Background: an optimization exercise with open tools, aiming at small area. Do not read the settings as production practice.
At most, simulation tests tie the RTL to the original design; equivalence was not proved.
Function not checked in run 1: the RTL went through the layout flow alone.

==> flow/design.v, too long to show whole: its modules and the start of the top module <==
// module mini_fir_mac: 1010 lines
// module mini_fir_cpa: 17 lines
// module mini_fir_pp: 3 lines
// module mini_fir_fa: 4 lines
// module mini_fir_iha: 4 lines
// module mini_fir_xnor2: 3 lines
// module mini_fir_or2: 3 lines
// module mini_fir_dp: 35 lines
// module mini_fir_ctrl: 57 lines
// module mini_fir: 54 lines
module mini_fir #(
    parameter NUM = 1
)(
    input        clk,
    input        rst_n,
    input  [3:0] i_addr,
    input  [7:0] i_data_wr,
    input        i_wr,
    input        i_rd,
    output [7:0] o_data_rd,
    input  [7:0] i_din,
    output reg [7:0] o_dout
);
  // ...
==> flow/flow/run.sh <==
#!/bin/bash
# The standard layout, except that the port buffers are the smallest buffer
# (sky130_fd_sc_hd__buf_1) instead of ORFS's default choice.
set -euo pipefail
bash standard.sh "BUFFER_PORTS_ARGS=-buffer_cell sky130_fd_sc_hd__buf_1" finish > standard.log 2>&1
==> flow/standard.sh <==
#!/bin/bash
# synth_recipe.tcl (not shown) runs the flow's synth.tcl, then flattens the netlist and writes it again
# the make line also repeats each setting of config.mk as NAME=value (left out here)
make -C /OpenROAD-flow-scripts/flow DESIGN_CONFIG=/design/flow/config.mk WORK_HOME=/design/flow/orfs CLKGATE_MAP_FILE= SYNTH_SCRIPT=/design/flow/synth_recipe.tcl "${@:-finish}"
==> flow/config.mk <==
export PLATFORM = sky130hd
export DESIGN_NAME = mini_fir
export DESIGN_NICKNAME = mini_fir
export VERILOG_FILES = /design/flow/design.v
export SDC_FILE = /design/flow/constraint.sdc
export NUM_CORES = 4
export LEC_CHECK = 0
export ABC_AREA = 1
export CAP_MARGIN = 20
export CORE_MARGIN = 2
export CORE_UTILIZATION = 65
export CTS_BUF_LIST = sky130_fd_sc_hd__clkbuf_8
export CTS_CLUSTER_DIAMETER = 30
export GPL_TIMING_DRIVEN = 0
export SLEW_MARGIN = 20
export SYNTH_HIERARCHICAL = 1
==> flow/constraint.sdc <==
create_clock -name core_clock -period 5.5 [get_ports {clk}]
set_input_delay 1.1000 -clock core_clock [delete_from_list [all_inputs] [get_ports {clk}]]
set_output_delay 1.1000 -clock core_clock [all_outputs]
set_load 0.01 [all_outputs]
==> flow_metrics.env, run 1 <==
export IMPL_cp_arrival_ns=5.82
export IMPL_signal_buffers=109
export IMPL_via_count=11666
export IMPL_crit_path_end="u_fir_dp.sc_n"
export IMPL_avgSynthCellArea_sq_um=10.9
export IMPL_synth_xor_xnor_area_share_pct=0
export IMPL_fillers=1688
export IMPL_diodes=1
export IMPL_wl_per_cell_microns=27.0
export IMPL_dr_max_layer_used="met4"
export IMPL_crit_buf_inv=1
export IMPL_grt_antenna_before_repair=1
export IMPL_grt_max_degree=29
export IMPL_synth_area_sq_um=15400
export IMPL_r2r_slack_ns=0.09
export IMPL_regArea_sq_um=3460
export IMPL_yosys_area_share_adder_pct=56.3
export IMPL_finalWorstSetupSlack_ns=0.0921
export IMPL_clkbuf_count=17
export IMPL_synth_area_top_cells="fa_1 56%, nand2_1 15%, dfrtp_1 12%"
export IMPL_wl_met3_microns=7190
export IMPL_synth_compound_area_share_pct=2.37
export IMPL_post_route_min_period_ns=5.41
export IMPL_globalRoute_busiestLayer="met2"
export IMPL_synthSimpleGateAreaFrac_pct=18.0
export IMPL_place_ws_ns=-0.198
export IMPL_cts_clk_slew_worst_paths_ns=0.12
export IMPL_ctsResizeCount=42
export IMPL_status="no timing/DRC/antenna violations"
export IMPL_finalHoldViolations=0
export IMPL_postLayoutCellArea_sq_um=17000
export IMPL_initial_utilization_pct=66.0
export IMPL_synth_top_family_by_area="adder cells"
export IMPL_hp_class="reg -> reg"
export IMPL_die_area_sq_um=24900
export IMPL_rsz0062_at_grt="yes"
export IMPL_multi_input_gates=1213
export IMPL_cp_top_family="adder cells"
export IMPL_fin_nets=1987
export IMPL_layout_nonclk_buf_share_pct=4.08
export IMPL_rows=56
export IMPL_hold_start="u_fir_dp.x_d[41]"
export IMPL_nNonClkInverters=40
export IMPL_drc=0
==> module mini_fir_ctrl, before the edit <==
module mini_fir_ctrl (
    input        clk,
    input        rst_n,
    input  [3:0] i_addr,
    input  [7:0] i_data_wr,
    input        i_wr,
    input        i_rd,
    output     [7:0] o_data_rd,
    output reg [7:0] o_fir_ctrl,
    output reg [7:0] o_coeff_00,
    output reg [7:0] o_coeff_01,
    output reg [7:0] o_coeff_02,
    output reg [7:0] o_coeff_03,
    output reg [7:0] o_coeff_04,
    output reg [7:0] o_coeff_05,
    output reg [7:0] o_coeff_06
);
always @(posedge clk or negedge rst_n) begin
    if (~rst_n) begin
        o_coeff_00 <= 8'h00;
        o_coeff_01 <= 8'h00;
        o_coeff_02 <= 8'h00;
        o_coeff_03 <= 8'h00;
        o_coeff_04 <= 8'h00;
        o_coeff_05 <= 8'h00;
        o_coeff_06 <= 8'h00;
        o_fir_ctrl <= 8'h00;
    end else if (i_wr) begin
        case (i_addr)
            4'h0: o_coeff_00 <= i_data_wr;
            4'h1: o_coeff_01 <= i_data_wr;
            4'h2: o_coeff_02 <= i_data_wr;
            4'h3: o_coeff_03 <= i_data_wr;
            4'h4: o_coeff_04 <= i_data_wr;
            4'h5: o_coeff_05 <= i_data_wr;
            4'h6: o_coeff_06 <= i_data_wr;
            4'hf: o_fir_ctrl <= i_data_wr;
            default: ;
        endcase
    end
end
reg [7:0] reg_out_mux;
always @* begin
    case (i_addr)
        4'h0: reg_out_mux = o_coeff_00;
        4'h1: reg_out_mux = o_coeff_01;
        4'h2: reg_out_mux = o_coeff_02;
        4'h3: reg_out_mux = o_coeff_03;
        4'h4: reg_out_mux = o_coeff_04;
        4'h5: reg_out_mux = o_coeff_05;
        4'h6: reg_out_mux = o_coeff_06;
        4'hf: reg_out_mux = o_fir_ctrl;
        default: reg_out_mux = 8'd0;
    endcase
end
assign o_data_rd = i_rd ? reg_out_mux : 8'd0;
endmodule
==> run 2: changes to the inputs <==
--- a/flow/design.v
+++ b/flow/design.v
@@ -1096,2 +1096,32 @@
 );
+wire [7:0] hit;
+assign hit[0] = (i_addr == 4'h0);
+assign hit[1] = (i_addr == 4'h1);
+assign hit[2] = (i_addr == 4'h2);
+assign hit[3] = (i_addr == 4'h3);
+assign hit[4] = (i_addr == 4'h4);
+assign hit[5] = (i_addr == 4'h5);
+assign hit[6] = (i_addr == 4'h6);
+assign hit[7] = (i_addr == 4'hf);
+wire [7:0] we_n = ~({8{i_wr}} & hit);
+wire [7:0] rd   = {8{i_rd}} & hit;
+wire [7:0] d_n  = ~i_data_wr;
+wire [63:0] q = {o_fir_ctrl, o_coeff_06, o_coeff_05, o_coeff_04,
+                 o_coeff_03, o_coeff_02, o_coeff_01, o_coeff_00};
+wire [63:0] nxt;
+genvar k, b;
+generate
+    for (k = 0; k < 8; k = k + 1) begin : g_reg
+        for (b = 0; b < 8; b = b + 1) begin : g_bit
+            mini_fir_hold u_hold (.d_n(d_n[b]), .we_n(we_n[k]), .q(q[8*k+b]), .y(nxt[8*k+b]));
+        end
+    end
+    for (b = 0; b < 8; b = b + 1) begin : g_rd
+        mini_fir_rdbit u_rd (
+            .sel(rd),
+            .d({q[56+b], q[48+b], q[40+b], q[32+b], q[24+b], q[16+b], q[8+b], q[b]}),
+            .y(o_data_rd[b])
+        );
+    end
+endgenerate
 always @(posedge clk or negedge rst_n) begin
@@ -1106,31 +1136,24 @@
         o_fir_ctrl <= 8'h00;
-    end else if (i_wr) begin
-        case (i_addr)
-            4'h0: o_coeff_00 <= i_data_wr;
-            4'h1: o_coeff_01 <= i_data_wr;
-            4'h2: o_coeff_02 <= i_data_wr;
-            4'h3: o_coeff_03 <= i_data_wr;
-            4'h4: o_coeff_04 <= i_data_wr;
-            4'h5: o_coeff_05 <= i_data_wr;
-            4'h6: o_coeff_06 <= i_data_wr;
-            4'hf: o_fir_ctrl <= i_data_wr;
-            default: ;
-        endcase
+    end else begin
+        {o_fir_ctrl, o_coeff_06, o_coeff_05, o_coeff_04,
+         o_coeff_03, o_coeff_02, o_coeff_01, o_coeff_00} <= nxt;
     end
 end
-reg [7:0] reg_out_mux;
-always @* begin
-    case (i_addr)
-        4'h0: reg_out_mux = o_coeff_00;
-        4'h1: reg_out_mux = o_coeff_01;
-        4'h2: reg_out_mux = o_coeff_02;
-        4'h3: reg_out_mux = o_coeff_03;
-        4'h4: reg_out_mux = o_coeff_04;
-        4'h5: reg_out_mux = o_coeff_05;
-        4'h6: reg_out_mux = o_coeff_06;
-        4'hf: reg_out_mux = o_fir_ctrl;
-        default: reg_out_mux = 8'd0;
-    endcase
-end
-assign o_data_rd = i_rd ? reg_out_mux : 8'd0;
+endmodule
+module mini_fir_hold (input d_n, input we_n, input q, output y);
+assign y = ~((d_n | we_n) & ~(we_n & q));
+endmodule
+module mini_fir_rdbit (input [7:0] sel, input [7:0] d, output y);
+wire [3:0] t_n;
+mini_fir_aoi22 u_t0 (.a(sel[0]), .b(d[0]), .c(sel[1]), .d(d[1]), .y(t_n[0]));
+mini_fir_aoi22 u_t1 (.a(sel[2]), .b(d[2]), .c(sel[3]), .d(d[3]), .y(t_n[1]));
+mini_fir_aoi22 u_t2 (.a(sel[4]), .b(d[4]), .c(sel[5]), .d(d[5]), .y(t_n[2]));
+mini_fir_aoi22 u_t3 (.a(sel[6]), .b(d[6]), .c(sel[7]), .d(d[7]), .y(t_n[3]));
+mini_fir_nand4 u_or (.a(t_n[0]), .b(t_n[1]), .c(t_n[2]), .d(t_n[3]), .y(y));
+endmodule
+module mini_fir_aoi22 (input a, input b, input c, input d, output y);
+assign y = ~((a & b) | (c & d));
+endmodule
+module mini_fir_nand4 (input a, input b, input c, input d, output y);
+assign y = ~(a & b & c & d);
 endmodule
==> run 2 against run 1 <==
Against the previous run: synthesized cell count rose by 3.3%; sequential share of layout area barely moved; register-to-register slack lost 0.02 ns; still clean on timing, DRC and antenna; routed wire length down 6.5%; clock-buffer cell count is the same; cell count grew 2.5%; cell area grew 0.14%; clock skew increased by 0.013 ns; critical path type unchanged; die area up 0.32%; worst setup slack lost 0.018 ns; global-route usage down 2.7 points.
==> flow_metrics.env, run 2 <==
export IMPL_synth_area_top_cells="fa_1 56%, nand2_1 17%, dfrtp_1 12%"
export IMPL_mostFrequentLayoutCell="nand2_1"
export IMPL_via_count=11472
export IMPL_async_flop_share_pct=48.3
export IMPL_start_kind="register"
export IMPL_synth_warnings=9
export IMPL_globalRouteOverflowTotal=0
export IMPL_synthFlopType="dfxtp_1"
export IMPL_yosysMostFrequentCell="nand2_1"
export IMPL_cts_root_buf="clkbuf_8"
export IMPL_synth_top_area_share_pct=56.1
export IMPL_drt_pass1_iterations=5
export IMPL_path_cells="nand2_1 > fa_1 > fa_1 > fa_1 > fa_1 > fa_1 > fa_1 > fa_1 > fa_2 > nand2_2 > nand2_1 > inv_1 > nand2_1 > nand2_1 > nor2_4"
export IMPL_status="no timing/DRC/antenna violations"
export IMPL_cp_required_ns=5.92
export IMPL_chipWidth_microns=158
export IMPL_cpPeakStageDelay_ns=0.70
export IMPL_antenna_left=0
export IMPL_cts_clk_slew_worst_paths_ns=0.12
export IMPL_drv_cap=0
export IMPL_io_pins=40
export IMPL_synth_seq_area_share_pct=21.6
export IMPL_critPathMostFrequentCell="fa_1"
export IMPL_grt_usage_pct=40.4
export IMPL_fin_nets=2033
export IMPL_drive_gt1_share_pct=11.6
export IMPL_path_max_fanout=10
export IMPL_cts_tree="built"
export IMPL_viasPerCell=6.01
export IMPL_die_area_sq_um=25000
export IMPL_grt_antenna_before_repair=1
export IMPL_place_area_sq_um=16100
export IMPL_end_kind="register"
export IMPL_grt_max_degree=30
export IMPL_die_y_microns=158
export IMPL_initial_utilization_pct=66.0
export IMPL_min_path_cells=0
export IMPL_critPathSlowestCell="fa_2"
export IMPL_drv_slew=0
export IMPL_hp_class="reg -> reg"
export IMPL_finalWorstSetupSlack_ns=0.0745
export IMPL_tightest_slew_ns=1.01
export IMPL_area_growth_pct=10.2
export IMPL_io_buffers=38
export IMPL_postLayoutCellArea_sq_um=17000
export IMPL_finalWirelength_microns=47000
export IMPL_critPathKind="reg -> reg"
export IMPL_synth_area_sq_um=15400
export IMPL_rsz0062_at_grt="yes"
export IMPL_synth_edf_count=0
export IMPL_post_route_min_period_ns=5.43
export IMPL_avgSynthCellArea_sq_um=10.6
export IMPL_hold_start="u_fir_dp.x_d[40]"
export IMPL_setup_viol_count_final=0
export IMPL_grt_pass1_vias=12081
export IMPL_ys_types=19
export IMPL_cts_buffers=17
export IMPL_r2r_start="u_fir_ctrl.o_coeff_03[2]"
export IMPL_place_congestion=1.00
export IMPL_postSynthCellCount=1457
export IMPL_rows=56
export IMPL_place_ws_ns=-0.191
export IMPL_reg_top3="u_fir_dp.x_d (56), u_fir_dp.sa_n (10), u_fir_dp.sb_n (10)"
export IMPL_synth_area_leader_cell="fa_1"
export IMPL_cts_hold_buf=0
export IMPL_ys_top_cells_by_count="681 x nand2_1, 433 x fa_1, 86 x inv_1"
export IMPL_finalHoldViolations=0
export IMPL_ctsHtreeMaxLevel=4
export IMPL_crit_start="u_fir_ctrl.o_coeff_03[2]"
export IMPL_grt_pass1_wl_microns=70500
export IMPL_clock_latency_ns=0.49
export IMPL_synth_seq_cells=149
export IMPL_largest_register_ffs=56
export IMPL_layout_common_cells="678 x nand2_1, 431 x fa_1, 86 x inv_1"
export IMPL_rr_worst_depth=15
export IMPL_maxSlewHeadroom_pct=32.5
export IMPL_skew_ns=0.0304
export IMPL_clkSinkCount=149
export IMPL_drt_iter0_drc=1126
export IMPL_hpwl_microns=35900
export IMPL_timing_fmax_mhz=184
export IMPL_coreArea_sq_um=23400
export IMPL_drc=0
export IMPL_cp_arrival_ns=5.84
export IMPL_cts_buffer_depth=2
export IMPL_wl_per_cell_microns=24.6
export IMPL_min_period_over_period_pct=98.6
export IMPL_regMostFlops="u_fir_dp.x_d"
run 2: cell types whose count changed after synthesis, sizes merged, moves of 8 or more:
cell / before / now
a21oi: 9 / 1
buf: 14 / 1
inv: 39 / 88
nand2: 595 / 681
nand3: 71 / 15
nor2: 28 / 18
run 2: through the flow:
step | TNS [ns] | util, % | hold slack, ns | cells
floorplan | 0 | - | 0.424 | 1466
global placement | -0.139 | 68.4 | 0.470 | 1823
CTS | 0 | 70.7 | 0.460 | 1857
finish | 0 | 72.7 | 0.441 | 1909
detailed placement | -0.191 | 68.7 | 0.476 | 1825
global route | -0.120 | 72.7 | 0.441 | 1908
run 2: repair_timing:
action                                  CTS  global route
endpoints found under the setup margin    1             1
hold endpoints to repair                  0             0
setup buffers                             0            51
pin swaps                                 0             8
resized for setup                        45            54
run 2: cell families (layout without fill, tap and decap cells):
kind of cell    Yosys count  after routing  synth area share, %
simple gates            719            719                 17.8
buf+inv                  90            213                 2.24
compound gates           65             65                 2.11
fa+ha+maj               433            433                 56.1
other cells               1             11               0.0243
flops                   149            149                 21.6
run 2: worst max-delay path, delay by kind of cell, from the launching register on:
family	cells	cell delay [ns]
adder cells (fa/ha/maj)	8	4.16
buffers and inverters	1	0.04
flip-flops	1	0.59
AND/OR/NAND/NOR	6	0.56
run 2: final timing paths:
| check | end | slack [ns] |
|---|---|---|
| min | u_fir_dp.x_d[48] | 0.44 |
| max in group asynchronous | u_fir_ctrl.o_coeff_02[5] | 4.03 |
| max | u_fir_dp.sc_n | 0.07 |
| max reg2reg | u_fir_dp.sc_n | 0.07 |
| min in group asynchronous | o_dout[1] | 0.63 |
| min reg2reg | u_fir_dp.x_d[48] | 0.44 |
run 2: per-module statistics from Yosys, one instance, submodules excluded, a selection:
module	cells	cell area, sq um	flip-flops and latches	times used
mini_fir_hold	2	8.76	0	64
mini_fir_aoi22	4	15.0	0	32
mini_fir_cpa	11	41.3	0	1
mini_fir_mac	32	129	0	1
mini_fir_pp	1	3.75	0	448
mini_fir_fa	1	20.0	0	433
mini_fir_ctrl	108	1800	64	1
mini_fir_dp	95	1630	77	1
mini_fir_nand4	5	18.8	0	8
run 2: routing by layer:
metal,track usage [%],part of all wire (%)
met3,11.7,12
met4,24.0,7.2
met2,61.0,46
met5,0,0
met1,52.7,35
run 2: cell type report:
type | count | area [sq um]
Clock buffer | 17 | 234
Multi-Input combinational cell | 1227 | 11800
Buffer | 2 | 15.0
Inverter | 88 | 330
Timing Repair Buffer | 91 | 567
Fill cell | 1787 | 6390
Tap cell | 319 | 399
Sequential cell | 149 | 3470
Clock inverter | 15 | 189
Antenna cell | 1 | 2.50
==> run 3: changes to the inputs <==
--- a/flow/config.mk
+++ b/flow/config.mk
@@ -7,3 +7,2 @@
 export LEC_CHECK = 0
-export ABC_AREA = 1
 export CAP_MARGIN = 20
==> run 3 against run 2 <==
Against the previous run: non-clock buffer count down 37; clock-buffer cell count unchanged; first-iteration DRC count down 2.1%; cell count down 12%; maximum frequency up 1.4%; routed wire length down 1.6%; clock skew up 0.0015 ns; critical path depth down 4; critical endpoint is now u_fir_dp.sb_n[0]; highest routed layer unchanged.
==> flow_metrics.env, run 3 <==
export IMPL_status="no timing/DRC/antenna violations"
export IMPL_synth_mux_area_share_pct=0.790
export IMPL_finalHoldViolations=0
export IMPL_setup_viol_count_final=0
export IMPL_maxSlewHeadroom_pct=30.2
export IMPL_fin_nets=1814
export IMPL_chipWidth_microns=157
export IMPL_drive_gt1_share_pct=11.9
export IMPL_die_area_sq_um=24600
export IMPL_r2r_slack_ns=0.15
export IMPL_yosys_area_share_adder_pct=57.1
export IMPL_post_route_min_period_ns=5.35
export IMPL_critPathKind="reg -> reg"
export IMPL_grt_max_degree=28
export IMPL_yosysMostFrequentCell="nand2_1"
export IMPL_synth_area_sq_um=15200
export IMPL_regMostFlops="u_fir_dp.x_d"
export IMPL_cp_arrival_ns=5.71
export IMPL_finalCoreUtilization_pct=72.3
export IMPL_end_kind="register"
export IMPL_ys_types=30
export IMPL_synth_seq_area_share_pct=22.0
export IMPL_reg_top3="u_fir_dp.x_d (56), u_fir_dp.sa_n (10), u_fir_dp.sb_n (10)"
export IMPL_postLayoutCellArea_sq_um=16500
export IMPL_area_growth_pct=8.24
export IMPL_tightest_slew_ns=1.04
export IMPL_drt_pass1_iterations=5
export IMPL_synth_area_top_cells="fa_1 57%, nand2_1 13%, dfrtp_1 12%"
export IMPL_final_setup_tns_ns=0
export IMPL_place_ws_ns=-0.0837
export IMPL_layout_common_cells="520 x nand2_1, 428 x fa_1, 65 x o21ai_1"
export IMPL_coreArea_sq_um=22800
export IMPL_grt_antenna_before_repair=2
export IMPL_rsz0062_at_grt="no"
export IMPL_timing_fmax_mhz=187
export IMPL_cts_root_buf="clkbuf_8"
export IMPL_via_count=10652
export IMPL_place_area_sq_um=15900
export IMPL_rr_worst_depth=11
export IMPL_synthSimpleGateAreaFrac_pct=14.4
export IMPL_path_max_fanout=7
export IMPL_place_congestion=1.00
export IMPL_globalRouteOverflowTotal=0
export IMPL_crit_start="u_fir_ctrl.o_coeff_00[3]"
export IMPL_r2r_start="u_fir_ctrl.o_coeff_00[3]"
export IMPL_skew_ns=0.0320
export IMPL_cts_tree="built"
export IMPL_synth_warnings=9
export IMPL_finalWorstSetupSlack_ns=0.151
export IMPL_synth_top_area_share_pct=57.0
export IMPL_synth_xor_xnor_area_share_pct=0
export IMPL_final_cells=1685
export IMPL_cp_required_ns=5.86
export IMPL_cts_buffer_depth=2
export IMPL_synthFlopType="dfxtp_1"
export IMPL_clkSinkCount=149
export IMPL_postSynthCellCount=1276
export IMPL_synth_top_family_by_area="adder cells"
export IMPL_io_buffers=37
export IMPL_grt_pass1_vias=11721
export IMPL_die_y_microns=157
export IMPL_async_flop_share_pct=48.3
export IMPL_drt_iter0_drc=1102
export IMPL_cts_hold_buf=0
export IMPL_viasPerCell=6.32
export IMPL_finalWirelength_microns=46200
export IMPL_drc=0
export IMPL_grt_usage_pct=40.8
export IMPL_synth_area_leader_cell="fa_1"
export IMPL_r2r_end="u_fir_dp.sb_n[0]"
export IMPL_hp_class="in -> async"
export IMPL_hold_ws_ns=0.413
export IMPL_synth_seq_cells=149
export IMPL_cts_buffers=17
export IMPL_wl_per_cell_microns=27.4
export IMPL_rows=55
export IMPL_initial_utilization_pct=66.8
export IMPL_avgSynthCellArea_sq_um=11.9
export IMPL_start_kind="register"
export IMPL_synth_compound_area_share_pct=5.06
export IMPL_mostFrequentLayoutCell="nand2_1"
export IMPL_cts_clk_slew_worst_paths_ns=0.11
export IMPL_largest_register_ffs=56
export IMPL_io_pins=40
export IMPL_clock_latency_ns=0.48
export IMPL_dp_cells=1639
export IMPL_grt_pass1_wl_microns=70000
export IMPL_hpwl_microns=35600
export IMPL_antenna_left=0
export IMPL_synth_edf_count=0
export IMPL_drv_cap=0
export IMPL_crit_path_end="u_fir_dp.sb_n[0]"
export IMPL_ctsHtreeMaxLevel=4
export IMPL_ys_top_cells_by_count="520 x nand2_1, 433 x fa_1, 77 x dfxtp_1"
export IMPL_min_period_over_period_pct=97.3
export IMPL_drv_slew=0
[run 3: final cells by class]
class                      instances  area (sq um)
buffer                             3          26.3
clock inverter                    15           194
clock buffer                      17           234
sequential                       149          3420
inverter                          21          78.8
fill                            1621          6320
timing repair buffer              53           303
multi-input combinational       1112         11800
tap                              313           392
antenna                            2          5.00
[run 3: timing repair]
| action | in CTS | in global routing |
|---|---|---|
| pin swaps | 0 | 3 |
| setup endpoints to repair | 9 | 13 |
| resized for setup | 11 | 54 |
| buffers inserted | 0 | 12 |
[run 3: how the worst min path moves through the flow]
stage,from,to,cells after the start
3_3_place_gp,u_fir_ctrl.o_fir_ctrl[3],u_fir_ctrl.o_fir_ctrl[3],2
3_5_place_dp,u_fir_ctrl.o_fir_ctrl[3],u_fir_ctrl.o_fir_ctrl[3],2
4_1_cts,rst_n,o_dout[1],1
6_report,rst_n,o_dout[1],1
5_1_grt,rst_n,o_dout[1],1
2_1_floorplan,u_fir_dp.x_d[2],u_fir_dp.x_d[10],0
[run 3: logic make-up after synthesis]
group / after synthesis
flip-flops: 149
multiplexers: 8
AND/OR/NAND/NOR: 557
buffers and inverters: 24
adder cells (fa/ha/maj): 434
other: 1
AO/OA/AOI/OAI: 103
[run 3: per-module statistics from Yosys (local to each module, per instance), excerpt]
module | times used | flip-flops and latches | cells
mini_fir_hold | 64 | 0 | 2
mini_fir_aoi22 | 32 | 0 | 1
mini_fir | 1 | 8 | 17
mini_fir_dp | 1 | 77 | 85
mini_fir_fa | 433 | 0 | 1
mini_fir_cpa | 1 | 0 | 11
mini_fir_ctrl | 1 | 64 | 103
mini_fir_nand4 | 8 | 0 | 1
mini_fir_pp | 448 | 0 | 1
mini_fir_mac | 1 | 0 | 11
[run 3: per-layer routing]
| layer | global-route usage [%] | wire length (microns) | vias up |
|---|---|---|---|
| li1 | - | - | 4208 |
| met1 | 54.8 | 16600 | 5533 |
| met2 | 61.0 | 21400 | 733 |
| met3 | 10.4 | 4970 | 178 |
| met4 | 24.7 | 3220 | 0 |
| met5 | 0 | 0 | - |
[run 3: worst max-delay path, stage by stage (launching register included)]
cell	delay, ns
dfrtp_2	0.48
buf_4	0.18
nand2_1	0.08
fa_1	0.57
fa_1	0.46
fa_1	0.55
fa_1	0.48
fa_1	0.54
fa_2	0.51
fa_1	0.41
fa_1	0.55
fa_1	0.41
==> module mini_fir_cpa, before the edit <==
module mini_fir_cpa (
    input  [9:0] i_a_n,
    input  [9:0] i_b_n,
    input         i_c_n,
    output [10:0] o_sum
);
wire [10:0] c_n;
wire [9:0] s_n;
assign c_n[0] = i_c_n;
genvar i;
generate
    for (i = 0; i < 10; i = i + 1) begin : g_rip
        mini_fir_fa u_fa (.a(i_a_n[i]), .b(i_b_n[i]), .c(c_n[i]), .s(s_n[i]), .co(c_n[i+1]));
    end
endgenerate
assign o_sum = ~{c_n[10], s_n};
endmodule
==> module mini_fir_dp, before the edit <==
module mini_fir_dp (
    input        clk,
    input  [7:0] i_coeff_00,
    input  [7:0] i_coeff_01,
    input  [7:0] i_coeff_02,
    input  [7:0] i_coeff_03,
    input  [7:0] i_coeff_04,
    input  [7:0] i_coeff_05,
    input  [7:0] i_coeff_06,
    input  [7:0] i_din,
    output [7:0] o_dout
);
reg [55:0] x_d;
always @(posedge clk)
    x_d <= {x_d[47:0], i_din};
wire [9:0] a_n, b_n;
wire       c_n;
mini_fir_mac u_mac (
    .i_c0(i_coeff_00), .i_c1(i_coeff_01), .i_c2(i_coeff_02), .i_c3(i_coeff_03),
    .i_c4(i_coeff_04), .i_c5(i_coeff_05), .i_c6(i_coeff_06),
    .i_x0(x_d[55:48]), .i_x1(x_d[47:40]), .i_x2(x_d[39:32]), .i_x3(x_d[31:24]),
    .i_x4(x_d[23:16]), .i_x5(x_d[15:8]), .i_x6(x_d[7:0]),
    .o_a_n(a_n), .o_b_n(b_n), .o_c_n(c_n)
);
reg [9:0] sa_n, sb_n;
reg       sc_n;
always @(posedge clk) begin
    sa_n <= a_n;
    sb_n <= b_n;
    sc_n <= c_n;
end
wire [10:0] sum;
mini_fir_cpa u_cpa (.i_a_n(sa_n), .i_b_n(sb_n), .i_c_n(sc_n), .o_sum(sum));
assign o_dout = (|sum[10:8]) ? 8'hff : sum[7:0];
endmodule
==> module mini_fir, before the edit <==
module mini_fir #(
    parameter NUM = 1
)(
    input        clk,
    input        rst_n,
    input  [3:0] i_addr,
    input  [7:0] i_data_wr,
    input        i_wr,
    input        i_rd,
    output [7:0] o_data_rd,
    input  [7:0] i_din,
    output reg [7:0] o_dout
);
wire [7:0] fir_ctrl;
wire [7:0] coeff_00, coeff_01, coeff_02, coeff_03, coeff_04, coeff_05, coeff_06;
wire [7:0] fir_out;
mini_fir_ctrl u_fir_ctrl (
    .clk        (clk),
    .rst_n      (rst_n),
    .i_addr     (i_addr),
    .i_data_wr  (i_data_wr),
    .i_wr       (i_wr),
    .i_rd       (i_rd),
    .o_data_rd  (o_data_rd),
    .o_fir_ctrl (fir_ctrl),
    .o_coeff_00 (coeff_00),
    .o_coeff_01 (coeff_01),
    .o_coeff_02 (coeff_02),
    .o_coeff_03 (coeff_03),
    .o_coeff_04 (coeff_04),
    .o_coeff_05 (coeff_05),
    .o_coeff_06 (coeff_06)
);
mini_fir_dp u_fir_dp (
    .clk        (clk),
    .i_coeff_00 (coeff_00),
    .i_coeff_01 (coeff_01),
    .i_coeff_02 (coeff_02),
    .i_coeff_03 (coeff_03),
    .i_coeff_04 (coeff_04),
    .i_coeff_05 (coeff_05),
    .i_coeff_06 (coeff_06),
    .i_din      (i_din),
    .o_dout     (fir_out)
);
always @(posedge clk or negedge rst_n) begin
    if (~rst_n)
        o_dout <= 8'd0;
    else if (fir_ctrl[0])
        o_dout <= fir_out;
    else
        o_dout <= i_din;
end
endmodule
==> run 4: changes to the inputs <==
--- a/flow/design.v
+++ b/flow/design.v
@@ -1014,14 +1014,15 @@
     input         i_c_n,
-    output [10:0] o_sum
+    output [10:0] o_sum_n
 );
-wire [10:0] c_n;
-wire [9:0] s_n;
-assign c_n[0] = i_c_n;
-genvar i;
-generate
-    for (i = 0; i < 10; i = i + 1) begin : g_rip
-        mini_fir_fa u_fa (.a(i_a_n[i]), .b(i_b_n[i]), .c(c_n[i]), .s(s_n[i]), .co(c_n[i+1]));
-    end
-endgenerate
-assign o_sum = ~{c_n[10], s_n};
+wire [9:1] c_n;
+mini_fir_fa u_fa0 (.a(i_a_n[0]), .b(i_b_n[0]), .c(i_c_n), .s(o_sum_n[0]), .co(c_n[1]));
+mini_fir_fa u_fa1 (.a(i_a_n[1]), .b(i_b_n[1]), .c(c_n[1]), .s(o_sum_n[1]), .co(c_n[2]));
+mini_fir_fa u_fa2 (.a(i_a_n[2]), .b(i_b_n[2]), .c(c_n[2]), .s(o_sum_n[2]), .co(c_n[3]));
+mini_fir_fa u_fa3 (.a(i_a_n[3]), .b(i_b_n[3]), .c(c_n[3]), .s(o_sum_n[3]), .co(c_n[4]));
+mini_fir_fa u_fa4 (.a(i_a_n[4]), .b(i_b_n[4]), .c(c_n[4]), .s(o_sum_n[4]), .co(c_n[5]));
+mini_fir_fa u_fa5 (.a(i_a_n[5]), .b(i_b_n[5]), .c(c_n[5]), .s(o_sum_n[5]), .co(c_n[6]));
+mini_fir_fa u_fa6 (.a(i_a_n[6]), .b(i_b_n[6]), .c(c_n[6]), .s(o_sum_n[6]), .co(c_n[7]));
+mini_fir_fa u_fa7 (.a(i_a_n[7]), .b(i_b_n[7]), .c(c_n[7]), .s(o_sum_n[7]), .co(c_n[8]));
+mini_fir_fa u_fa8 (.a(i_a_n[8]), .b(i_b_n[8]), .c(c_n[8]), .s(o_sum_n[8]), .co(c_n[9]));
+mini_fir_fa u_fa9 (.a(i_a_n[9]), .b(i_b_n[9]), .c(c_n[9]), .s(o_sum_n[9]), .co(o_sum_n[10]));
 endmodule
@@ -1054,3 +1055,4 @@
     input  [7:0] i_din,
-    output [7:0] o_dout
+    output [7:0] o_sum_n,     
+    output       o_ok         
 );
@@ -1075,5 +1077,6 @@
 end
-wire [10:0] sum;
-mini_fir_cpa u_cpa (.i_a_n(sa_n), .i_b_n(sb_n), .i_c_n(sc_n), .o_sum(sum));
-assign o_dout = (|sum[10:8]) ? 8'hff : sum[7:0];
+wire [10:0] sum_n;
+mini_fir_cpa u_cpa (.i_a_n(sa_n), .i_b_n(sb_n), .i_c_n(sc_n), .o_sum_n(sum_n));
+assign o_sum_n = sum_n[7:0];
+assign o_ok    = &sum_n[10:8];
 endmodule
@@ -1146,8 +1149,10 @@
 module mini_fir_rdbit (input [7:0] sel, input [7:0] d, output y);
-wire [3:0] t_n;
-mini_fir_aoi22 u_t0 (.a(sel[0]), .b(d[0]), .c(sel[1]), .d(d[1]), .y(t_n[0]));
-mini_fir_aoi22 u_t1 (.a(sel[2]), .b(d[2]), .c(sel[3]), .d(d[3]), .y(t_n[1]));
-mini_fir_aoi22 u_t2 (.a(sel[4]), .b(d[4]), .c(sel[5]), .d(d[5]), .y(t_n[2]));
-mini_fir_aoi22 u_t3 (.a(sel[6]), .b(d[6]), .c(sel[7]), .d(d[7]), .y(t_n[3]));
-mini_fir_nand4 u_or (.a(t_n[0]), .b(t_n[1]), .c(t_n[2]), .d(t_n[3]), .y(y));
+wire [2:0] t_n;
+mini_fir_aoi222 u_t0 (.a(sel[0]), .b(d[0]), .c(sel[1]), .d(d[1]), .e(sel[2]), .f(d[2]), .y(t_n[0]));
+mini_fir_aoi222 u_t1 (.a(sel[3]), .b(d[3]), .c(sel[4]), .d(d[4]), .e(sel[5]), .f(d[5]), .y(t_n[1]));
+mini_fir_aoi22 u_t2 (.a(sel[6]), .b(d[6]), .c(sel[7]), .d(d[7]), .y(t_n[2]));
+mini_fir_nand3 u_or (.a(t_n[0]), .b(t_n[1]), .c(t_n[2]), .y(y));
+endmodule
+module mini_fir_aoi222 (input a, input b, input c, input d, input e, input f, output y);
+assign y = ~((a & b) | (c & d) | (e & f));
 endmodule
@@ -1156,4 +1161,4 @@
 endmodule
-module mini_fir_nand4 (input a, input b, input c, input d, output y);
-assign y = ~(a & b & c & d);
+module mini_fir_nand3 (input a, input b, input c, output y);
+assign y = ~(a & b & c);
 endmodule
@@ -1174,3 +1179,4 @@
 wire [7:0] coeff_00, coeff_01, coeff_02, coeff_03, coeff_04, coeff_05, coeff_06;
-wire [7:0] fir_out;
+wire [7:0] sum_n;
+wire       ok;
 mini_fir_ctrl u_fir_ctrl (
@@ -1202,4 +1208,14 @@
     .i_din      (i_din),
-    .o_dout     (fir_out)
+    .o_sum_n    (sum_n),
+    .o_ok       (ok)
 );
+wire [7:0] dout_nxt, filt;
+wire       en_n = ~fir_ctrl[0];
+genvar b;
+generate
+    for (b = 0; b < 8; b = b + 1) begin : g_out
+        mini_fir_a21oi u_filt (.a1(ok), .a2(sum_n[b]), .b1(en_n), .y(filt[b]));
+        mini_fir_a21o  u_mux  (.a1(en_n), .a2(i_din[b]), .b1(filt[b]), .x(dout_nxt[b]));
+    end
+endgenerate
 always @(posedge clk or negedge rst_n) begin
@@ -1207,7 +1223,11 @@
         o_dout <= 8'd0;
-    else if (fir_ctrl[0])
-        o_dout <= fir_out;
     else
-        o_dout <= i_din;
+        o_dout <= dout_nxt;
 end
 endmodule
+module mini_fir_a21oi (input a1, input a2, input b1, output y);
+assign y = ~((a1 & a2) | b1);
+endmodule
+module mini_fir_a21o (input a1, input a2, input b1, output x);
+assign x = (a1 & a2) | b1;
+endmodule
--- a/flow/config.mk
+++ b/flow/config.mk
@@ -9,3 +9,3 @@
 export CORE_MARGIN = 2
-export CORE_UTILIZATION = 65
+export CORE_UTILIZATION = 72
 export CTS_BUF_LIST = sky130_fd_sc_hd__clkbuf_8
==> run 4 against run 3 <==
Against the previous run: largest cell class unchanged; cell count is 3.3% lower; critical endpoint is now u_fir_dp.sc_n; worst hold slack better by 0.046 ns; synthesized cell count is 1.4% lower; cell area is 1.5% lower; maximum frequency is 1.6% lower; global-route usage is 6.4 points higher; first-iteration DRC count is 57% higher.
==> flow_metrics.env, run 4 <==
export IMPL_status="no timing/DRC/antenna violations"
export IMPL_min_period_over_period_pct=98.9
export IMPL_ys_top_cells_by_count="520 x nand2_1, 433 x fa_1, 77 x dfxtp_1"
export IMPL_largest_register_ffs=56
export IMPL_cts_buffers=17
export IMPL_multiInputGateArea_sq_um=11600
export IMPL_tightest_slew_ns=0.873
export IMPL_post_route_min_period_ns=5.44
export IMPL_start_kind="register"
export IMPL_die_y_microns=148
export IMPL_io_buffers=37
export IMPL_hpwl_microns=35400
export IMPL_antenna_left=0
export IMPL_reg_top3="u_fir_dp.x_d (56), u_fir_dp.sa_n (10), u_fir_dp.sb_n (10)"
export IMPL_hp_class="reg -> reg"
export IMPL_maxSlewHeadroom_pct=41.6
export IMPL_grt_antenna_before_repair=0
export IMPL_finalWirelength_microns=48600
export IMPL_path_max_fanout=9
export IMPL_cts_buffer_depth=2
export IMPL_regArea_sq_um=3420
export IMPL_mostFrequentLayoutCell="nand2_1"
export IMPL_timing_fmax_mhz=184
export IMPL_grt_pass1_wl_microns=73000
export IMPL_drv_slew=0
export IMPL_io_pins=40
export IMPL_finalHoldViolations=0
export IMPL_synth_warnings=9
export IMPL_r2r_start="u_fir_dp.x_d[37]"
export IMPL_critPathKind="reg -> reg"
export IMPL_globalRouteOverflowTotal=0
export IMPL_via_count=11332
export IMPL_cp_required_ns=5.87
export IMPL_clock_latency_ns=0.49
export IMPL_cp_arrival_ns=5.81
export IMPL_initial_utilization_pct=73.7
export IMPL_coreArea_sq_um=20300
export IMPL_end_kind="register"
export IMPL_drt_pass1_iterations=9
export IMPL_synth_area_leader_cell="fa_1"
export IMPL_drt_iter0_drc=1734
export IMPL_ctsHtreeMaxLevel=4
export IMPL_setup_viol_count_final=0
export IMPL_grt_usage_pct=47.1
export IMPL_drive_gt1_share_pct=10.3
export IMPL_synth_seq_cells=149
export IMPL_cts_tree="built"
export IMPL_drv_cap=0
export IMPL_synth_area_sq_um=15000
export IMPL_yosysMostFrequentCell="nand2_1"
export IMPL_clkSinkCount=149
export IMPL_cts_root_buf="clkbuf_8"
export IMPL_grt_pass1_vias=12543
export IMPL_place_ws_ns=-0.141
export IMPL_synth_top_area_share_pct=57.9
export IMPL_cts_clk_slew_worst_paths_ns=0.10
export IMPL_finalWorstSetupSlack_ns=0.0626
export IMPL_die_area_sq_um=22000
export IMPL_fillers=1206
export IMPL_wl_per_cell_microns=29.8
export IMPL_synth_seq_area_share_pct=22.3
export IMPL_hold_ws_ns=0.458
export IMPL_place_congestion=1.07
export IMPL_crit_start="u_fir_dp.x_d[37]"
export IMPL_synth_edf_count=0
export IMPL_hold_start="u_fir_dp.x_d[44]"
export IMPL_area_growth_pct=8.36
export IMPL_regMostFlops="u_fir_dp.x_d"
export IMPL_synth_area_top_cells="fa_1 58%, nand2_1 13%, dfrtp_1 12%"
export IMPL_ys_types=30
export IMPL_async_flop_share_pct=48.3
export IMPL_cts_hold_buf=0
export IMPL_drc=0
export IMPL_skew_ns=0.0233
export IMPL_synthFlopType="dfxtp_1"
export IMPL_avgSynthCellArea_sq_um=11.9
export IMPL_postSynthCellCount=1258
export IMPL_viasPerCell=6.95
export IMPL_fin_nets=1802
export IMPL_layout_common_cells="520 x nand2_1, 433 x fa_1, 65 x o21ai_1"
export IMPL_grt_max_degree=35
export IMPL_chipWidth_microns=148
export IMPL_rows=52
==> run 4: critical path, cell delays in order, from the launching register on <==
cell and delay, ns:
dfxtp_1 0.66, nand2_1 0.18, fa_1 0.55, fa_1 0.56, fa_1 0.60, fa_1 0.44
fa_1 0.55, fa_1 0.47, fa_1 0.51, nor2_1 0.12, a21oi_1 0.05, a22o_2 0.31
maj3_2 0.34
==> run 4: routing by layer <==
layer | track usage, % | part of all wire (%)
met5 | 0 | 0
met4 | 30.2 | 9.4
met3 | 18.5 | 16
met2 | 70.0 | 44
met1 | 58.8 | 31
==> run 4: logic make-up (layout without fill, tap and decap cells) <==
kind of cell	after synthesis	count (layout)	share of synthesized area [%]
fa+ha+maj	434	434	58.0
other cells	1	12	0.0251
buf+inv	13	104	0.376
simple gates	550	550	14.2
compound gates	111	111	5.08
flops	149	149	22.3
==> run 4: timing repair <==
action,4_1_cts,5_1_grt
setup buffers,0,20
resized for setup,4,60
endpoints found under the setup margin,9,12
==> run 4: per-module statistics from Yosys (local to each module, per instance), a selection <==
module / flip-flops and latches / cells / area (sq um)
mini_fir_aoi22: 0 / 1 / 12.5
mini_fir_fa: 0 / 1 / 20.0
mini_fir_mac: 0 / 11 / 71.3
mini_fir_dp: 77 / 78 / 1550
mini_fir_nand3: 0 / 1 / 5.00
mini_fir_a21o: 0 / 1 / 7.51
mini_fir_pp: 0 / 1 / 3.75
mini_fir_hold: 0 / 2 / 8.76
mini_fir_aoi222: 0 / 1 / 10.0
mini_fir: 8 / 9 / 204
mini_fir_a21oi: 0 / 1 / 8.76
mini_fir_ctrl: 64 / 103 / 1800
==> run 4: path summary, 6_finish.rpt <==
path | endpoint | slack (ns) | depth (start not counted)
max | u_fir_dp.sc_n | 0.06 | 12
min | u_fir_dp.x_d[52] | 0.46 | 0
max reg2reg | u_fir_dp.sc_n | 0.06 | 12
min reg2reg | u_fir_dp.x_d[52] | 0.46 | 0
max in group asynchronous | u_fir_ctrl.o_coeff_01[0] | 4.23 | 3
min in group asynchronous | o_dout[6] | 0.49 | 1
==> run 4: metrics by stage <==
step | cells | setup TNS, ns | utilization [%] | area [sq um]
after detailed placement | 1576 | -0.987 | 76.4 | 15500
after CTS | 1608 | 0 | 78.6 | 16000
after global routing | 1628 | -0.00721 | 79.9 | 16200
after global placement | 1574 | -0.0271 | 76.2 | 15500
final | 1630 | 0 | 79.9 | 16200
after floorplan | 1267 | 0 | - | 15000
==> run 4: final cells by class <==
cell class	count	share of cell area, %
buffer	2	0.0926
clock buffer	17	1.44
timing repair buffer	59	2.11
antenna	2	0.0309
sequential	149	21.1
multi-input combinational	1105	71.6
inverter	11	0.255
tap	270	2.08
clock inverter	15	1.28
==> run 5: changes to the inputs <==
--- a/flow/config.mk
+++ b/flow/config.mk
@@ -9,3 +9,3 @@
 export CORE_MARGIN = 2
-export CORE_UTILIZATION = 72
+export CORE_UTILIZATION = 65
 export CTS_BUF_LIST = sky130_fd_sc_hd__clkbuf_8
==> run 5 against run 4 <==
Against the previous run: worst hold slack improved by 0.0075 ns; sequential share of layout area is 0.061 points lower; maximum frequency grew 0.99%; cell count fell by 0.25%; clock skew grew 0.0062 ns; flip-flop and latch count stayed put; die area up 10%; synthesized cell count is the same; cell area is 1.3% lower; utilization down 9.2 points; critical endpoint unchanged.
==> flow_metrics.env, run 5 <==
export IMPL_clkSinkCount=149
export IMPL_largest_register_ffs=56
export IMPL_finalWirelength_microns=44300
export IMPL_clock_latency_ns=0.49
export IMPL_ctsHtreeMaxLevel=4
export IMPL_drc=0
export IMPL_use_met3_pct=10.2
export IMPL_avgSynthCellArea_sq_um=11.9
export IMPL_cp_top_family="adder cells"
export IMPL_synth_seq_area_share_pct=22.3
export IMPL_dp_cells=1591
export IMPL_hp_class="reg -> reg"
export IMPL_die_y_microns=156
export IMPL_mostFrequentLayoutCell="nand2_1"
export IMPL_regMostFlops="u_fir_dp.x_d"
export IMPL_cp_arrival_ns=5.76
export IMPL_ys_types=30
export IMPL_synth_seq_cells=149
export IMPL_end_kind="register"
export IMPL_path_cells="nand2_1 > fa_1 > fa_1 > fa_1 > fa_1 > fa_1 > fa_1 > fa_1 > fa_1 > nor2_1 > a21oi_1 > a22o_1 > maj3_2"
export IMPL_grt_pass1_wl_microns=68400
export IMPL_hold_ws_ns=0.466
export IMPL_postSynthCellCount=1258
export IMPL_finalHoldViolations=0
export IMPL_final_cells=1626
export IMPL_via_count=10445
export IMPL_grt_pass1_vias=11684
export IMPL_fin_nets=1784
export IMPL_grt_antenna_before_repair=0
export IMPL_cts_root_buf="clkbuf_8"
export IMPL_synth_warnings=9
export IMPL_viasPerCell=6.42
export IMPL_r2r_start="u_fir_dp.x_d[35]"
export IMPL_globalRouteOverflowTotal=0
export IMPL_coreArea_sq_um=22600
export IMPL_ys_top_cells_by_count="520 x nand2_1, 433 x fa_1, 77 x dfxtp_1"
export IMPL_use_met1_pct=52.9
export IMPL_reg_top3="u_fir_dp.x_d (56), u_fir_dp.sa_n (10), u_fir_dp.sb_n (10)"
export IMPL_timing_fmax_mhz=186
export IMPL_antenna_left=0
export IMPL_area_growth_pct=7.01
export IMPL_drv_cap=0
export IMPL_skew_ns=0.0295
export IMPL_drt_iter0_drc=1211
export IMPL_r2r_slack_ns=0.12
export IMPL_synth_edf_count=0
export IMPL_cts_tree="built"
export IMPL_use_met2_pct=61.6
export IMPL_critPathSlowestCell="dfxtp_1"
export IMPL_wl_per_cell_microns=27.2
export IMPL_layout_common_cells="520 x nand2_1, 433 x fa_1, 70 x dfxtp_1"
export IMPL_drive_gt1_share_pct=6.19
export IMPL_path_max_fanout=9
export IMPL_hpwl_microns=34300
export IMPL_setup_viol_count_final=0
export IMPL_synth_top_area_share_pct=57.9
export IMPL_chipWidth_microns=156
export IMPL_tightest_slew_ns=0.855
export IMPL_fillers=1636
export IMPL_cp_required_ns=5.87
export IMPL_synth_area_sq_um=15000
export IMPL_globalRoute_busiestLayer="met2"
export IMPL_cpPeakStageDelay_ns=0.66
export IMPL_rr_worst_depth=13
export IMPL_yosysMostFrequentCell="nand2_1"
export IMPL_io_buffers=37
export IMPL_initial_utilization_pct=66.1
export IMPL_grt_max_degree=33
export IMPL_async_flop_share_pct=48.3
export IMPL_hold_start="u_fir_dp.x_d[43]"
export IMPL_critPathKind="reg -> reg"
export IMPL_drv_slew=0
export IMPL_synth_area_leader_cell="fa_1"
export IMPL_final_setup_tns_ns=0
export IMPL_r2r_end="u_fir_dp.sc_n"
export IMPL_cts_buffers=17
export IMPL_io_pins=40
export IMPL_min_path_cells=0
export IMPL_min_to="u_fir_dp.x_d[51]"
export IMPL_grt_usage_pct=39.8
export IMPL_synth_area_top_cells="fa_1 58%, nand2_1 13%, dfrtp_1 12%"
export IMPL_min_period_over_period_pct=97.9
export IMPL_rsz0062_at_grt="no"
export IMPL_cts_buffer_depth=2
export IMPL_rows=55
export IMPL_crit_buf_inv=0
export IMPL_critPathMostFrequentCell="fa_1"
export IMPL_cts_clk_slew_worst_paths_ns=0.11
export IMPL_post_route_min_period_ns=5.38
export IMPL_die_area_sq_um=24300
export IMPL_place_congestion=1.02
export IMPL_start_kind="register"
export IMPL_maxSlewHeadroom_pct=42.8
export IMPL_status="no timing/DRC/antenna violations"
export IMPL_synthFlopType="dfxtp_1"
export IMPL_drt_pass1_iterations=5
-- run 5: changes by cell type in the layout (fill, tap and decap cells not counted), sizes merged --
cell | before | now
inv | 17 | 18
diode | 2 | 1
bufinv | 1 | 0
buf | 61 | 43
-- run 5: kinds of logic after synthesis --
| logic type | synth area share (%) |
|---|---|
| AND/OR/NAND/NOR | 14.2 |
| adder cells (fa/ha/maj) | 58.0 |
| flip-flops | 22.3 |
| AO/OA/AOI/OAI | 5.08 |
| buffers and inverters | 0.376 |
| other | 0.0251 |
-- run 5: cell type report --
| type | instances | area [sq um] | area share, % |
|---|---|---|---|
| well taps | 285 | 357 | 2.23 |
| inverters | 11 | 41.3 | 0.258 |
| multi-input cells | 1105 | 11600 | 72.5 |
| diodes | 1 | 2.50 | 0.0156 |
| flip-flops and latches | 149 | 3370 | 21.0 |
| plain buffers | 2 | 15.0 | 0.0938 |
| clock inverters | 15 | 194 | 1.21 |
| clock buffers | 17 | 234 | 1.46 |
| repair buffers | 41 | 195 | 1.22 |
-- run 5: worst reg2reg max path, delay by kind of cell, from the launching register on --
kind / cells / cell delay (ns)
and+or+nand+nor: 2 / 0.26
adders and majority gates: 9 / 4.11
AOI/OAI and AO/OA: 2 / 0.27
DFF: 1 / 0.66
-- run 5: through the flow --
step	instance area (sq um)	utilization [%]	worst slack, ns
after global placement	15500	68.4	0.0122
after CTS	16000	70.5	0.00312
after floorplan	15000	-	0.506
after detailed placement	15500	68.6	-0.00848
after global routing	16000	70.7	0.00511
final	16000	70.7	0.116
-- run 5: timing repair --
item / CTS / global route
hold buffers: 0 / 0
resized for setup: 1 / 21
pin swaps: 0 / 0
endpoints found under the setup margin: 7 / 2
setup buffers: 0 / 2
-- run 5: worst max path at each step --
stage / start / endpoint / cells past startpoint
final: u_fir_dp.x_d[35] / u_fir_dp.sc_n / 13
after global routing: u_fir_ctrl.o_coeff_04[4] / u_fir_dp.sc_n / 12
after CTS: u_fir_ctrl.o_coeff_00[3] / u_fir_dp.sc_n / 13
after detailed placement: u_fir_dp.sa_n[0] / o_dout[3] / 13
after global placement: u_fir_ctrl.o_coeff_00[3] / u_fir_dp.sc_n / 13
after floorplan: u_fir_ctrl.o_coeff_00[0] / u_fir_dp.sc_n / 13
-- run 5: layer usage --
metal / up-vias / routed length, microns
li1: 4133 / -
met1: 5339 / 15900
met2: 769 / 20500
met3: 204 / 4800
met4: 0 / 3060
met5: - / 0
-- run 5: per-module statistics from Yosys, one instance, submodules excluded, a selection --
| module | cells | flip-flops and latches | times used | cell area [sq um] |
|---|---|---|---|---|
| mini_fir_mac | 11 | 0 | 1 | 71.3 |
| mini_fir_aoi22 | 1 | 0 | 8 | 12.5 |
| mini_fir_fa | 1 | 0 | 433 | 20.0 |
| mini_fir_aoi222 | 1 | 0 | 16 | 10.0 |
| mini_fir_ctrl | 103 | 64 | 1 | 1800 |
| mini_fir_nand3 | 1 | 0 | 8 | 5.00 |
==> run 6: changes to the inputs <==
==> flow/flow/run.sh (replaced) <==
#!/bin/bash
# The standard layout, with two changes:
# - the port buffers are the smallest buffer (sky130_fd_sc_hd__buf_1) instead
#   of ORFS's default choice;
# - clock tree synthesis adds no dummy loads to balance the tree's leaves
#   (the other CTS arguments are the ones ORFS builds from config.mk).
set -euo pipefail
bash standard.sh \
  "BUFFER_PORTS_ARGS=-buffer_cell sky130_fd_sc_hd__buf_1" \
  "CTS_ARGS=-sink_clustering_enable -repair_clock_nets -sink_clustering_max_diameter 30 -buf_list sky130_fd_sc_hd__clkbuf_8 -dont_use_dummy_load" \
  finish > standard.log 2>&1
==> run 6 against run 5 <==
Against the previous run: cell count decreased by 0.98%; area after synthesis unchanged; still clean on timing, DRC and antenna; largest cell class unchanged.
==> flow_metrics.env, run 6 <==
export IMPL_wl_per_cell_microns=27.3
export IMPL_cts_clk_slew_worst_paths_ns=0.09
export IMPL_cp_arrival_ns=5.72
export IMPL_initial_utilization_pct=66.1
export IMPL_grt_max_degree=33
export IMPL_cts_root_buf="clkbuf_8"
export IMPL_drive_gt1_share_pct=5.13
export IMPL_cts_buffer_depth=2
export IMPL_area_growth_pct=5.69
export IMPL_maxSlewHeadroom_pct=41.6
export IMPL_start_kind="register"
export IMPL_cp_required_ns=5.84
export IMPL_synth_area_sq_um=15000
export IMPL_layout_common_cells="520 x nand2_1, 433 x fa_1, 72 x dfxtp_1"
export IMPL_die_area_sq_um=24300
export IMPL_ys_top_cells_by_count="520 x nand2_1, 433 x fa_1, 77 x dfxtp_1"
export IMPL_post_route_min_period_ns=5.38
export IMPL_drv_cap=0
export IMPL_synth_edf_count=0
export IMPL_synth_seq_cells=149
export IMPL_end_kind="register"
export IMPL_finalCoreUtilization_pct=69.9
export IMPL_clock_latency_ns=0.48
export IMPL_tightest_slew_ns=0.872
export IMPL_drt_iter0_drc=1050
export IMPL_die_y_microns=156
export IMPL_cts_tree="built"
export IMPL_avgSynthCellArea_sq_um=11.9
export IMPL_grt_antenna_before_repair=0
export IMPL_finalWirelength_microns=43900
export IMPL_regMostFlops="u_fir_dp.x_d"
export IMPL_globalRouteOverflowTotal=0
export IMPL_skew_ns=0.0558
export IMPL_largest_register_ffs=56
export IMPL_ctsHtreeMaxLevel=4
export IMPL_viasPerCell=6.45
export IMPL_diodes=0
export IMPL_grt_usage_pct=39.8
export IMPL_io_buffers=37
export IMPL_path_max_fanout=9
export IMPL_drc=0
export IMPL_synth_warnings=9
export IMPL_synth_area_leader_cell="fa_1"
export IMPL_critPathKind="reg -> reg"
export IMPL_chipWidth_microns=156
export IMPL_place_congestion=1.02
export IMPL_drv_slew=0
export IMPL_finalHoldViolations=0
export IMPL_hp_class="reg -> reg"
export IMPL_drt_pass1_iterations=8
export IMPL_fin_nets=1784
export IMPL_timing_fmax_mhz=186
export IMPL_synth_top_area_share_pct=57.9
export IMPL_synth_seq_area_share_pct=22.3
export IMPL_hold_ws_ns=0.469
export IMPL_postSynthCellCount=1258
export IMPL_cts_hold_buf=0
export IMPL_yosysMostFrequentCell="nand2_1"
export IMPL_cts_buffers=17
export IMPL_final_setup_tns_ns=0
export IMPL_status="no timing/DRC/antenna violations"
export IMPL_coreArea_sq_um=22600
export IMPL_synth_area_top_cells="fa_1 58%, nand2_1 13%, dfrtp_1 12%"
export IMPL_io_pins=40
export IMPL_grt_pass1_wl_microns=68200
export IMPL_grt_pass1_vias=11624
export IMPL_reg_top3="u_fir_dp.x_d (56), u_fir_dp.sa_n (10), u_fir_dp.sb_n (10)"
export IMPL_hpwl_microns=34300
export IMPL_clkSinkCount=149
export IMPL_ys_types=30
export IMPL_mostFrequentLayoutCell="nand2_1"
export IMPL_via_count=10389
export IMPL_min_period_over_period_pct=97.8
export IMPL_async_flop_share_pct=48.3
export IMPL_setup_viol_count_final=0
export IMPL_synthFlopType="dfxtp_1"
export IMPL_antenna_left=0
export IMPL_rows=55
## run 6: cell type report
cell class / count / area (sq um)
buffer: 2 / 15.0
tap: 285 / 357
multi-input combinational: 1105 / 11600
inverter: 11 / 41.3
sequential: 149 / 3370
clock buffer: 17 / 234
fill: 1677 / 6820
timing repair buffer: 41 / 195
## run 6: what timing repair did
| action | in CTS | in global routing |
|---|---|---|
| setup buffers | 0 | 2 |
| gates resized for setup | 3 | 19 |
| setup endpoints to repair | 8 | 3 |
## run 6: path summary, 6_finish.rpt
path | startpoint | endpoint | slack, ns | depth (start not counted)
max | u_fir_dp.x_d[44] | u_fir_dp.sc_n | 0.12 | 13
min | u_fir_dp.x_d[40] | u_fir_dp.x_d[48] | 0.47 | 0
max reg2reg | u_fir_dp.x_d[44] | u_fir_dp.sc_n | 0.12 | 13
min reg2reg | u_fir_dp.x_d[40] | u_fir_dp.x_d[48] | 0.47 | 0
max in group asynchronous | rst_n | u_fir_ctrl.o_coeff_01[1] | 4.16 | 3
min in group asynchronous | rst_n | o_dout[6] | 0.56 | 1
## run 6: worst max-delay path, cell delays in order, from the launching register on
cell	delay [ns]
dfxtp_1	0.60
nand2_1	0.13
fa_1	0.42
fa_1	0.52
fa_1	0.59
fa_1	0.47
fa_1	0.49
fa_1	0.39
fa_1	0.51
fa_1	0.44
nor2_1	0.12
a21oi_1	0.05
a22o_1	0.22
maj3_2	0.32
## run 6: Yosys stat by module, one instance, submodules excluded, a selection
| module | copies in the design | area, sq um | flops+latches |
|---|---|---|---|
| mini_fir_pp | 448 | 3.75 | 0 |
| mini_fir_ctrl | 1 | 1800 | 64 |
| mini_fir_fa | 433 | 20.0 | 0 |
| mini_fir_mac | 1 | 71.3 | 0 |
| mini_fir_aoi22 | 8 | 12.5 | 0 |
| mini_fir_dp | 1 | 1550 | 77 |
## run 6: layer usage
layer  track usage (%)  part of all wire [%]  wire, microns  vias to the layer above
met5                 0                     0              0                        -
met4              22.1                   7.1           3110                        0
met3              10.9                    11           4980                      211
met2              60.9                    46          20200                      772
met1              52.6                    36          15700                     5293
li1                  -                     -              -                     4113
## run 6: logic make-up after synthesis
family / share of synthesized area, %
AO/OA/AOI/OAI: 5.08
other: 0.0251
buffers and inverters: 0.376
adder cells (fa/ha/maj): 58.0
AND/OR/NAND/NOR: 14.2
flip-flops: 22.3
## run 6: per-stage QoR
stage | cells | instance area, sq um | setup WS [ns]
after floorplan | 1267 | 15000 | 0.506
after global placement | 1589 | 15500 | 0.0122
after detailed placement | 1591 | 15500 | -0.00848
after CTS | 1608 | 15800 | 0.0116
after global routing | 1610 | 15800 | -0.00166
final | 1610 | 15800 | 0.119

port drivers added, routing unchanged:
The results above use ideal ports. As a check the final layouts listed here were re-extracted and re-timed, cells and wires unchanged. Step 1 assumes that a clkbuf_16 drives the clock port and a buf_2 every other input. Step 2 times the ports against the registers' clock, not the clock port: input delays grow and output delays shrink by t, the midpoint of the rising clock arrivals with the driver on. Slacks: no drivers / after step 1 / after step 2; pairs: no drivers / after step 1.
run	t, ns	setup WS [ns]	hold WS [ns]	worst slew at a driven data input, ns	cell pins on the clock port's net
run 1	0.516	0.092 / 0.092 / 0.092	0.434 / 0.434 / 0.434	0.03	1
run 2	0.520	0.074 / 0.074 / 0.074	0.441 / 0.441 / 0.441	0.03	1
run 3	0.513	0.151 / 0.151 / 0.151	0.413 / 0.390 / 0.457	0.03	1
run 4	0.524	0.063 / 0.063 / 0.063	0.458 / 0.458 / 0.458	0.05	1
run 5	0.516	0.116 / 0.116 / 0.116	0.466 / 0.466 / 0.466	0.03	1
run 6	0.490	0.119 / 0.119 / 0.119	0.469 / 0.469 / 0.469	0.03	1
After both steps every run listed still meets setup and hold.
